This design comes from an exercise in tuning for small area on the open sky130 flow, not from production work.
The RTL of this run was laid out without a check of its function.
No activity file was given, so power comes from the tool's default toggle rates.

[flow/design.v]
module ioTest (input  M_CLOCK,	   
		   input  rst,	   
		   input  [3:0] IO_PB,	   
		   input  [7:0] IO_DSW,	   
	    	output reg [3:0] F_LED,	   
	   	output reg [7:0] IO_LED,	   
		   output reg [3:0] IO_SSEGD,  
		   output reg [7:0] IO_SSEG,   
		   output IO_SSEG_COL);	   
	parameter s0 = 3'b000, s1 = 3'b001, s2 = 3'b010, s3 = 3'b011, s4 = 3'b100, s5 = 3'b101;	
	reg [7:0] sevSeg3, sevSeg4;	
	reg [2:0] state, refreshState;
	reg [3:0] scrollCountGreet, scrollCountLose;
	reg [7:0] sCount, level_state, firstBlock, secondBlock, thirdBlock, fourthBlock, dig1, dig2;
	reg [31:0] sCounter, bCounter, counter, timerCounter, delay_time, gCounter;
	integer i[0:15];
	integer seq_val;
	reg [7:0] x_out;
	wire linear_feedback;
	assign IO_SSEG_COL = 1;		 
	assign linear_feedback = !(!(x_out[7] ^ x_out[5]) ^ x_out[1]);
	always @(posedge M_CLOCK) begin
	  if(rst) begin
		state = s0; refreshState = s0;
		scrollCountGreet = 0; scrollCountLose = 0;
		sCount = 0; level_state = 1;
		sCounter = 0; bCounter = 1; counter = 0; timerCounter = 8000; delay_time = 0; gCounter = 1;
		x_out = 8'b11101001;
		F_LED = 4'b0000; IO_LED = 8'b00000000; IO_SSEGD = 4'b1111; IO_SSEG = 8'b11111111;
	  end else begin
		bCounter = bCounter + 1;
		sCounter = sCounter + 1;
		gCounter = gCounter + 1;
		if(sCounter >= 32 && state != s0 && state != s3 && state != s5) begin
			sCounter = 1;		
			case(refreshState)
				s0: begin IO_SSEGD = 4'b1110; IO_SSEG = 8'b01000111; refreshState = s1; end		 
				s1: begin IO_SSEGD = 4'b1101; IO_SSEG = 8'b10111111; refreshState = s2; end		 
				s2: begin IO_SSEGD = 4'b1011; IO_SSEG = dig1; refreshState = s3; end					 
				s3: begin IO_SSEGD = 4'b0111; IO_SSEG = dig2; refreshState = s0; end					 
			endcase
		end
		case(state)
			s0: begin
					IO_LED = 8'b00000000;
					if(sCounter >= 32) begin
						sCounter = 1;
						if(gCounter >= 5000) begin
							gCounter = 1;
							scrollCountGreet = scrollCountGreet + 1;
							if(scrollCountGreet >= 14) scrollCountGreet = 0;
						end
						case(refreshState)
							s0: begin IO_SSEGD = 4'b1110; IO_SSEG = fourthBlock; refreshState = s1; end					 
							s1: begin IO_SSEGD = 4'b1101; IO_SSEG = thirdBlock; refreshState = s2; end						 
							s2: begin IO_SSEGD = 4'b1011; IO_SSEG = secondBlock; refreshState = s3; end					 
							s3: begin IO_SSEGD = 4'b0111; IO_SSEG = firstBlock; refreshState = s0; end						 
						endcase					
					end		
					if(~IO_DSW[7]) begin state = s1; level_state = 1; scrollCountGreet = 0; end
			end  
			s1: begin 
					counter = counter + 32'b1;
					if(counter >= timerCounter && sCount <= level_state) begin
						x_out = {x_out[6], x_out[5], x_out[4], x_out[3], x_out[2], x_out[1], x_out[0], linear_feedback};
						if(level_state == 1) begin i[sCount] = {x_out[7],x_out[6]}; seq_val = {x_out[7],x_out[6]}; end
						else if(sCount == level_state) begin i[sCount] = {x_out[7],x_out[6]}; seq_val = {x_out[7],x_out[6]}; end
						else seq_val = i[sCount];
						case(seq_val)
							0: begin IO_LED = 8'b10000000; end
							1: begin IO_LED = 8'b01000000; end 
							2: begin IO_LED = 8'b00100000; end
							3: begin IO_LED = 8'b00010000; end
							default: IO_LED = 8'b00000000;			
						endcase
						sCount = sCount + 1'b1;
						counter = 32'b1;
					end
					if(counter >= (timerCounter / 2)) begin
						IO_LED = 8'b00000000;
						if(sCount >= (1 + level_state)) begin
							counter = 32'b1;
							sCount = 0;
							state = s2;
						end
					end
			end  
			s2: begin
					case({~IO_PB[0], ~IO_PB[1], ~IO_PB[2], ~IO_PB[3]})
						1: begin 
							IO_LED = 8'b00010000;
							state = s4;
							if(i[sCount] == 3) begin sCount = sCount + 1'b1; end
							else state = s3;
						end
						2: begin
							IO_LED = 8'b00100000;
							state = s4;
							if(i[sCount] == 2) begin sCount = sCount + 1'b1; end
							else state = s3;
						end
						4: begin
							IO_LED = 8'b01000000;
							state = s4;
							if(i[sCount] == 1) begin sCount = sCount + 1'b1; end
							else state = s3;
						end
						8: begin
							IO_LED = 8'b10000000;
							state = s4;
							if(i[sCount] == 0) begin sCount = sCount + 1'b1; end
							else state = s3;									
						end
						default: begin IO_LED = 8'b00000000; end
					endcase
					if(sCount >= (1 + level_state)) begin
						counter = 32'b1;
						timerCounter = timerCounter - 700;
						state = s4;
					end				
			end  
			s3: begin
					F_LED = 4'b1111;
					counter = counter + 1'b1;
					if(bCounter <= 1000) IO_SSEGD = 4'b1111;
					else if(bCounter >= 1001 && bCounter <= 2000) begin
						if(sCounter >= 32) begin
							sCounter = 1;
							case(refreshState)
								s0: begin IO_SSEGD = 4'b1110; IO_SSEG = 8'b01000111; refreshState = s1; end		 
								s1: begin IO_SSEGD = 4'b1101; IO_SSEG = 8'b10111111; refreshState = s2; end		 
								s2: begin IO_SSEGD = 4'b1011; IO_SSEG = dig1; refreshState = s3; end					 
								s3: begin IO_SSEGD = 4'b0111; IO_SSEG = dig2; refreshState = s0; end					 
							endcase
						end
					end
					else if(bCounter >= 2001) bCounter = 1;
					if(counter >= 16000) state = s5;
			end  
			s4: begin
					delay_time = delay_time + 1;
					if(delay_time >= 2000) IO_LED = 8'b00000000;
					if(delay_time >= 4000) begin
						if(sCount >= (1 + level_state)) begin level_state = level_state + 1; sCount = 0; state = s1; end
						else state = s2;
						delay_time = 0;
					end			
			end  
			s5: begin
					if(sCounter >= 32) begin
						sCounter = 1;
						if(gCounter >= 5000) begin
							gCounter = 1;
							scrollCountLose = scrollCountLose + 1;
							if(scrollCountLose >= 13) begin
								scrollCountLose = 0;
								timerCounter = 8000;
								counter = 32'b1;
								F_LED = 4'b0000;
								state = s0;
								level_state = 1;
								sCount = 0;
							end
						end
						case(refreshState)
							s0: begin IO_SSEGD = 4'b1110; IO_SSEG = fourthBlock; refreshState = s1; end					 
							s1: begin IO_SSEGD = 4'b1101; IO_SSEG = thirdBlock; refreshState = s2; end						 
							s2: begin IO_SSEGD = 4'b1011; IO_SSEG = secondBlock; refreshState = s3; end					 
							s3: begin IO_SSEGD = 4'b0111; IO_SSEG = firstBlock; refreshState = s0; end						 
						endcase
					end					
			end  
		endcase  
	  end
	end  
	always @* begin
		sevSeg3 = level_state / 10;
		sevSeg4 = level_state % 10;
		case(sevSeg3)
			0: dig1 = 8'b11000000;
			1: dig1 = 8'b11111001;
			2: dig1 = 8'b10100100;
			3: dig1 = 8'b10110000;
			4: dig1 = 8'b10011001;
			5: dig1 = 8'b10010010;
			6: dig1 = 8'b10000010;
			7: dig1 = 8'b11111000;
			8: dig1 = 8'b10000000;
			9: dig1 = 8'b10011000;
			default: dig1 = 8'b11000000;
		endcase
		case(sevSeg4)
			0: dig2 = 8'b11000000;
			1: dig2 = 8'b11111001;
			2: dig2 = 8'b10100100;
			3: dig2 = 8'b10110000;
			4: dig2 = 8'b10011001;
			5: dig2 = 8'b10010010;
			6: dig2 = 8'b10000010;
			7: dig2 = 8'b11111000;
			8: dig2 = 8'b10000000;
			9: dig2 = 8'b10011000;
			default: dig2 = 8'b11000000;
		endcase
	end  
	always @* begin
		case(state)
			s0: begin
				case(scrollCountGreet)
					0: begin
						fourthBlock = 8'b11111111;			 
						thirdBlock = 8'b11111111;			 
						secondBlock = 8'b11111111;			 
						firstBlock = 8'b11111111;			 
					end
					1: begin
						fourthBlock = 8'b11111111;			 
						thirdBlock = 8'b11111111;			 
						secondBlock = 8'b11111111;			 
						firstBlock = 8'b10010000;			 
					end
					2: begin
						fourthBlock = 8'b11111111;			 
						thirdBlock = 8'b11111111;			 
						secondBlock = 8'b10010000;			 
						firstBlock = 8'b10101111;			 
					end
					3: begin
						fourthBlock = 8'b11111111;			 
						thirdBlock = 8'b10010000;			 
						secondBlock = 8'b10101111;			 
						firstBlock = 8'b10000110;			 
					end					
					4: begin
						fourthBlock = 8'b10010000;			 
						thirdBlock = 8'b10101111;			 
						secondBlock = 8'b10000110;			 
						firstBlock = 8'b10000110;			 
					end
					5: begin
						fourthBlock = 8'b10101111;			 
						thirdBlock = 8'b10000110;			 
						secondBlock = 8'b10000110;			 
						firstBlock = 8'b10000111;			 
					end
					6: begin
						fourthBlock = 8'b10000110;			 
						thirdBlock = 8'b10000110;			 
						secondBlock = 8'b10000111;			 
						firstBlock = 8'b11101111;			 
					end
					7: begin
						fourthBlock = 8'b10000110;			 
						thirdBlock = 8'b10000111;			 
						secondBlock = 8'b11101111;			 
						firstBlock = 8'b10101011;			 
					end
					8: begin
						fourthBlock = 8'b10000111;			 
						thirdBlock = 8'b11101111;			 
						secondBlock = 8'b10101011;			 
						firstBlock = 8'b10010000;			 
					end
					9: begin
						fourthBlock = 8'b11101111;			 
						thirdBlock = 8'b10101011;			 
						secondBlock = 8'b10010000;			 
						firstBlock = 8'b10010010;			 
					end
					10: begin
						fourthBlock = 8'b10101011;			 
						thirdBlock = 8'b10010000;			 
						secondBlock = 8'b10010010;			 
						firstBlock = 8'b11111111;			 
					end
					11: begin
						fourthBlock = 8'b10010000;			 
						thirdBlock = 8'b10010010;			 
						secondBlock = 8'b11111111;			 
						firstBlock = 8'b11111111;			 
					end
					12: begin
						fourthBlock = 8'b10010010;			 
						thirdBlock = 8'b11111111;			 
						secondBlock = 8'b11111111;			 
						firstBlock = 8'b11111111;			 
					end
					13: begin
						fourthBlock = 8'b11111111;			 
						thirdBlock = 8'b11111111;			 
						secondBlock = 8'b11111111;			 
						firstBlock = 8'b11111111;			 
					end
					default: begin
						fourthBlock = 8'b11111111;			 
						thirdBlock = 8'b11111111;			 
						secondBlock = 8'b11111111;			 
						firstBlock = 8'b11111111;			 
					end
				endcase  
			end  
			s5: begin
				case(scrollCountLose)
					0: begin
						fourthBlock = 8'b11111111;			 
						thirdBlock = 8'b11111111;			 
						secondBlock = 8'b11111111;			 
						firstBlock = 8'b11111111;			 
					end
					1: begin
						fourthBlock = 8'b11111111;			 
						thirdBlock = 8'b11111111;			 
						secondBlock = 8'b11111111;			 
						firstBlock = 8'b10010001;			 
					end
					2: begin
						fourthBlock = 8'b11111111;			 
						thirdBlock = 8'b11111111;			 
						secondBlock = 8'b10010001;			 
						firstBlock = 8'b11000000;			 
					end
					3: begin
						fourthBlock = 8'b11111111;			 
						thirdBlock = 8'b10010001;			 
						secondBlock = 8'b11000000;			 
						firstBlock = 8'b11000001;			 
					end
					4: begin
						fourthBlock = 8'b10010001;			 
						thirdBlock = 8'b11000000;			 
						secondBlock = 8'b11000001;			 
						firstBlock = 8'b11111111;			 
					end
					5: begin
						fourthBlock = 8'b11000000;			 
						thirdBlock = 8'b11000001;			 
						secondBlock = 8'b11111111;			 
						firstBlock = 8'b11000111;			 
					end
					6: begin
						fourthBlock = 8'b11000001;			 
						thirdBlock = 8'b11111111;			 
						secondBlock = 8'b11000111;			 
						firstBlock = 8'b11000000;			 
					end
					7: begin
						fourthBlock = 8'b11111111;			 
						thirdBlock = 8'b11000111;			 
						secondBlock = 8'b11000000;			 
						firstBlock = 8'b10010010;			 
					end
					8: begin
						fourthBlock = 8'b11000111;			 
						thirdBlock = 8'b11000000;			 
						secondBlock = 8'b10010010;			 
						firstBlock = 8'b10000110;			 
					end
					9: begin
						fourthBlock = 8'b11000000;			 
						thirdBlock = 8'b10010010;			 
						secondBlock = 8'b10000110;			 
						firstBlock = 8'b11111111;			 
					end
					10: begin
						fourthBlock = 8'b10010010;			 
						thirdBlock = 8'b10000110;			 
						secondBlock = 8'b11111111;			 
						firstBlock = 8'b11111111;			 
					end
					11: begin
						fourthBlock = 8'b10000110;			 
						thirdBlock = 8'b11111111;			 
						secondBlock = 8'b11111111;			 
						firstBlock = 8'b11111111;			 
					end
					12: begin
						fourthBlock = 8'b11111111;			 
						thirdBlock = 8'b11111111;			 
						secondBlock = 8'b11111111;			 
						firstBlock = 8'b11111111;			 
					end
					default: begin
						fourthBlock = 8'b11111111;			 
						thirdBlock = 8'b11111111;			 
						secondBlock = 8'b11111111;			 
						firstBlock = 8'b11111111;			 
					end				
				endcase	 
			end  
			default: begin
				fourthBlock = 8'b11111111;
				thirdBlock = 8'b11111111;
				secondBlock = 8'b11111111;
				firstBlock = 8'b11111111;
			end
		endcase  
	end  
endmodule
[flow/run.sh]
#!/bin/bash
# synth_recipe.tcl (not shown) runs the flow's synth.tcl, then flattens the netlist and writes it again
# the make line also repeats each setting of config.mk as NAME=value (left out here)
make -C /OpenROAD-flow-scripts/flow DESIGN_CONFIG=/design/flow/config.mk WORK_HOME=/design/flow/orfs CLKGATE_MAP_FILE= SYNTH_SCRIPT=/design/flow/synth_recipe.tcl finish
[flow/config.mk]
export PLATFORM = sky130hd
export DESIGN_NAME = ioTest
export DESIGN_NICKNAME = ioTest
export VERILOG_FILES = /design/flow/design.v
export SDC_FILE = /design/flow/constraint.sdc
export NUM_CORES = 4
export LEC_CHECK = 0
export CAP_MARGIN = 20
export CORE_MARGIN = 2
export CORE_UTILIZATION = 40
export SLEW_MARGIN = 20
[flow/constraint.sdc]
create_clock -name core_clock -period 10.0 [get_ports {M_CLOCK}]
set_input_delay 2.0000 -clock core_clock [delete_from_list [all_inputs] [get_ports {M_CLOCK}]]
set_output_delay 2.0000 -clock core_clock [all_outputs]
set_load 0.01 [all_outputs]
==> flow_summary.yaml <==
critical_path:
  end_kind: "flop"
  crit_path_start_kind: "flop"
  crit_start: "counter[2]$_SDFFE_PP0P_"
  worstRegToRegCells: 32
  cp_slowest_cell: "nor4_1"
  critical-path-top-delay-family: "compound AO/OA/AOI/OAI gates"
  crit-reg2reg-launch: "counter[2]$_SDFFE_PP0P_"
  worstPathRequired_ns: 10.47
  reg2reg_to: "counter[16]$_SDFFE_PP0P_"
  crit_end: "counter[16]$_SDFFE_PP0P_"
  slowest_delay_ns: 0.88
  crit_buf_inv: 3
  reg2reg_slack_ns: 2.10
  cp_data_arrival_time_ns: 8.37
  crit_top_cell: "a21o_1"
  cp_num_cells: 32
  crit_type: "flop to flop"
  worst-path-max-fanout: 31
placement:
  postPlaceCellArea_um2: 23300
  gp_congestion: 0.895
  hpwl_mm: 42.1
  port_buffers: 26
  place_inst: 3448
clocking:
  insertion_delay_ns: 0.57
  htreeDepth: 2
  clk_pin_slew_ns: 0.06
  post-cts-setup-buffers: 0
  cts_hold_buf: 0
  clockBufferDepth: 3
  cts_tree: "yes"
  post_cts_resized: 0
  cts.sinks: 325
  cts_buffers: 40
  ctsRootBufferMaster: "clkbuf_16"
sta:
  maxSlewViolCount: 0
  finalHoldViolations: 0
  fin_worst_skew_ns: 0.0164
  setup_viol: 0
  fin_crit_sh_pct: 79.0
  fmax_ghz: 0.127
  final.setup.tns_ns: 0
  rsz0062_at_grt: "false"
  worstMarginPinSlew_ns: 1.12
  period_needed_ns: 7.90
  max_slew_margin_pct: 25.3
power_and_ir_drop:
  vdd_drop_max_v: 0.000129
  power.leakage_uw: 0.00968
  total_power_uw: 3590
  power_density_nw_per_um2: 145
synth:
  syn_area_per_cell_um2: 8.06
  ys_ff_latch: 325
  yosys_warnings: 2
  synth_top_area_share_pct: 26.0
  synth_edf_count: 32
  synth_area_um2: 22500
  async_flop_share_pct: 0
  synthTopCellsByCount: "345 x nor2_1, 293 x dfxtp_1, 232 x nand2_1, 146 x ha_1, 142 x a21oi_1"
  synth.distinct_cells: 112
  ys.flop_type: "dfxtp_1"
  postSynthCellCount: 2798
  synthMostInstantiatedCell: "nor2_1"
  synth_area_leaders: "dfxtp_1 26%, ha_1 8.1%, nor2_1 5.7%"
  yosysTopAreaCell: "dfxtp_1"
  yosysSeqAreaShare_pct: 30.3
route:
  ant_nets: 0
  drtIter0Drc: 1469
  first_pass_iters: 8
  post_drt_wl_per_cell_um: 16.5
  drc: 0
  viasPerCell: 5.72
  routed_wl_mm: 58.1
  vias: 20100
worst_hold_path:
  worstHoldPathType: "flop to flop"
  min_from: "gCounter[0]$_SDFF_PP1_"
final_layout:
  n_fill_cell: 5552
  layout.nets: 2894
  drive_gt1_share_pct: 6.11
  fin_util_pct: 44.2
  regArea_um2: 6830
  final_cell_area_um2: 24800
  num_antenna_cells: 0
  multiInputGateArea_um2: 14700
  stdcell_count: 3520
  syn_to_final_growth_pct: 9.84
global_route:
  grt_pass1_vias: 18700
  grt_max_degree: 70
  antenna_found_initial: 0
  track_usage_pct: 19.7
  grt_pass1_wl_mm: 95.5
  grt-ovfl-total: 0
floorplanning:
  initial_core_util_pct: 40.2
  core_area_um2: 56100
  dieWidth_um: 241
  dieArea_um2: 58300
  rows: 87
  die_y_um: 241
  io_pins: 39
outcome:
  status: "finished clean"
flow_run:
  max_cap_viol_count: 0
## worst reg2reg max path: cells and delay by family (launching register included)
kind | cells | cell delay, ns
flip-flops | 1 | 0.42
buffers and inverters | 3 | 0.69
adder cells (fa/ha/maj) | 2 | 0.54
XOR/XNOR | 1 | 0.33
AO/OA/AOI/OAI | 20 | 3.96
AND/OR/NAND/NOR | 6 | 1.87
## layout by cell type, fill, tap and decap left out, types with 11 or more instances in the layout
master | netlist | routed
inv_1 | 104 | 104
a31oi_1 | 30 | 30
ha_1 | 146 | 146
and2_1 | 19 | 19
nor3_1 | 79 | 79
o22ai_1 | 14 | 14
nor4_1 | 30 | 30
nand2_1 | 232 | 232
clkbuf_16 | 0 | 41
a311oi_1 | 17 | 17
nor2_1 | 345 | 345
a21oi_1 | 142 | 142
o21ai_0 | 99 | 98
clkdlybuf4s50_1 | 0 | 25
edfxtp_1 | 32 | 32
mux2i_1 | 47 | 47
o211ai_1 | 11 | 11
buf_4 | 11 | 25
a22oi_1 | 26 | 26
dfxtp_1 | 293 | 293
and3_1 | 70 | 70
xor2_1 | 70 | 70
a22o_1 | 15 | 15
nand4_1 | 56 | 56
nand3_1 | 121 | 121
xnor2_1 | 120 | 120
o31ai_1 | 15 | 15
nand2b_1 | 46 | 46
or3_1 | 28 | 28
nor2b_1 | 41 | 41
a21o_1 | 55 | 55
o21a_1 | 24 | 24
and4_1 | 21 | 21
a211oi_1 | 30 | 27
## per-layer routing
layer / vias up / global-route usage [%] / routed length [µm]
met2: 509 / 33.1 / 27100
met3: 75 / 2.45 / 2760
met1: 9540 / 26.7 / 27100
li1: 10000 / - / -
met5: - / 0 / 0
met4: 0 / 5.01 / 1080
## report_power, final
group	internal, µW	leakage (µW)	total, µW	switching [µW]
Combinational	214	0.00640	561	347
Clock	1040	0.000721	1630	596
Sequential	1340	0.00256	1390	53.6
Total	2590	0.00968	3590	997
## worst min-delay path by stage
| stage | slack [ns] | end | cells past startpoint |
|---|---|---|---|
| floorplan | 0.42 | gCounter[0]$_SDFF_PP1_ | 1 |
| global placement | 0.44 | gCounter[0]$_SDFF_PP1_ | 1 |
| detailed placement | 0.45 | gCounter[0]$_SDFF_PP1_ | 1 |
| CTS | 0.47 | gCounter[0]$_SDFF_PP1_ | 1 |
| global route | 0.49 | delay_time[11]$_SDFFE_PP0P_ | 2 |
| finish | 0.47 | gCounter[0]$_SDFF_PP1_ | 1 |
## cells by family (layout without fill, tap and decap cells)
family	Yosys count	count (layout)	share of synthesized area (%)
simple gates	1178	1178	26.7
xor+xnor	190	190	7.38
compound gates	629	629	19.6
buf+inv	267	230	4.95
other cells	2	5	0.0333
fa+ha+maj	146	146	8.10
flops	325	325	30.3
mux	61	61	2.94
## per-stage QoR
stage / setup slack, ns / hold slack [ns]
6_report: 2.10 / 0.468
4_1_cts: 1.85 / 0.467
5_1_grt: 1.50 / 0.495
3_3_place_gp: 2.01 / 0.441
3_5_place_dp: 1.91 / 0.454
2_1_floorplan: 2.77 / 0.422
## cell type report
| type | instances | area share (%) |
|---|---|---|
| timing repair buffer | 50 | 1.77 |
| clock buffer | 52 | 4.59 |
| tap | 756 | 3.82 |
| multi-input combinational | 2209 | 59.2 |
| inverter | 108 | 1.64 |
| clock inverter | 20 | 1.41 |
| sequential | 325 | 27.6 |

==> static timing again, ports no longer ideal <==
Ports are ideal in the flow. The routed layout listed here was re-timed in OpenROAD. Step 1: set_driving_cell puts a clkbuf_16 on M_CLOCK and a buf_2 on each other input, an assumption about the parent block. Step 2 also shifts input and output timing later by t, the mid clock arrival at the registers, as if the neighbouring blocks saw the same clock. Three values: ideal ports, drivers, drivers and shift; two values: the first two.
t, ns: 0.615
setup slack, ns: 2.102 / 2.102 / 2.102
worst setup path at the end: register to register
After both steps this run still meets setup and hold. The setup slack of this run moves by 0.000 ns with the drivers and by 0.000 ns with both steps.
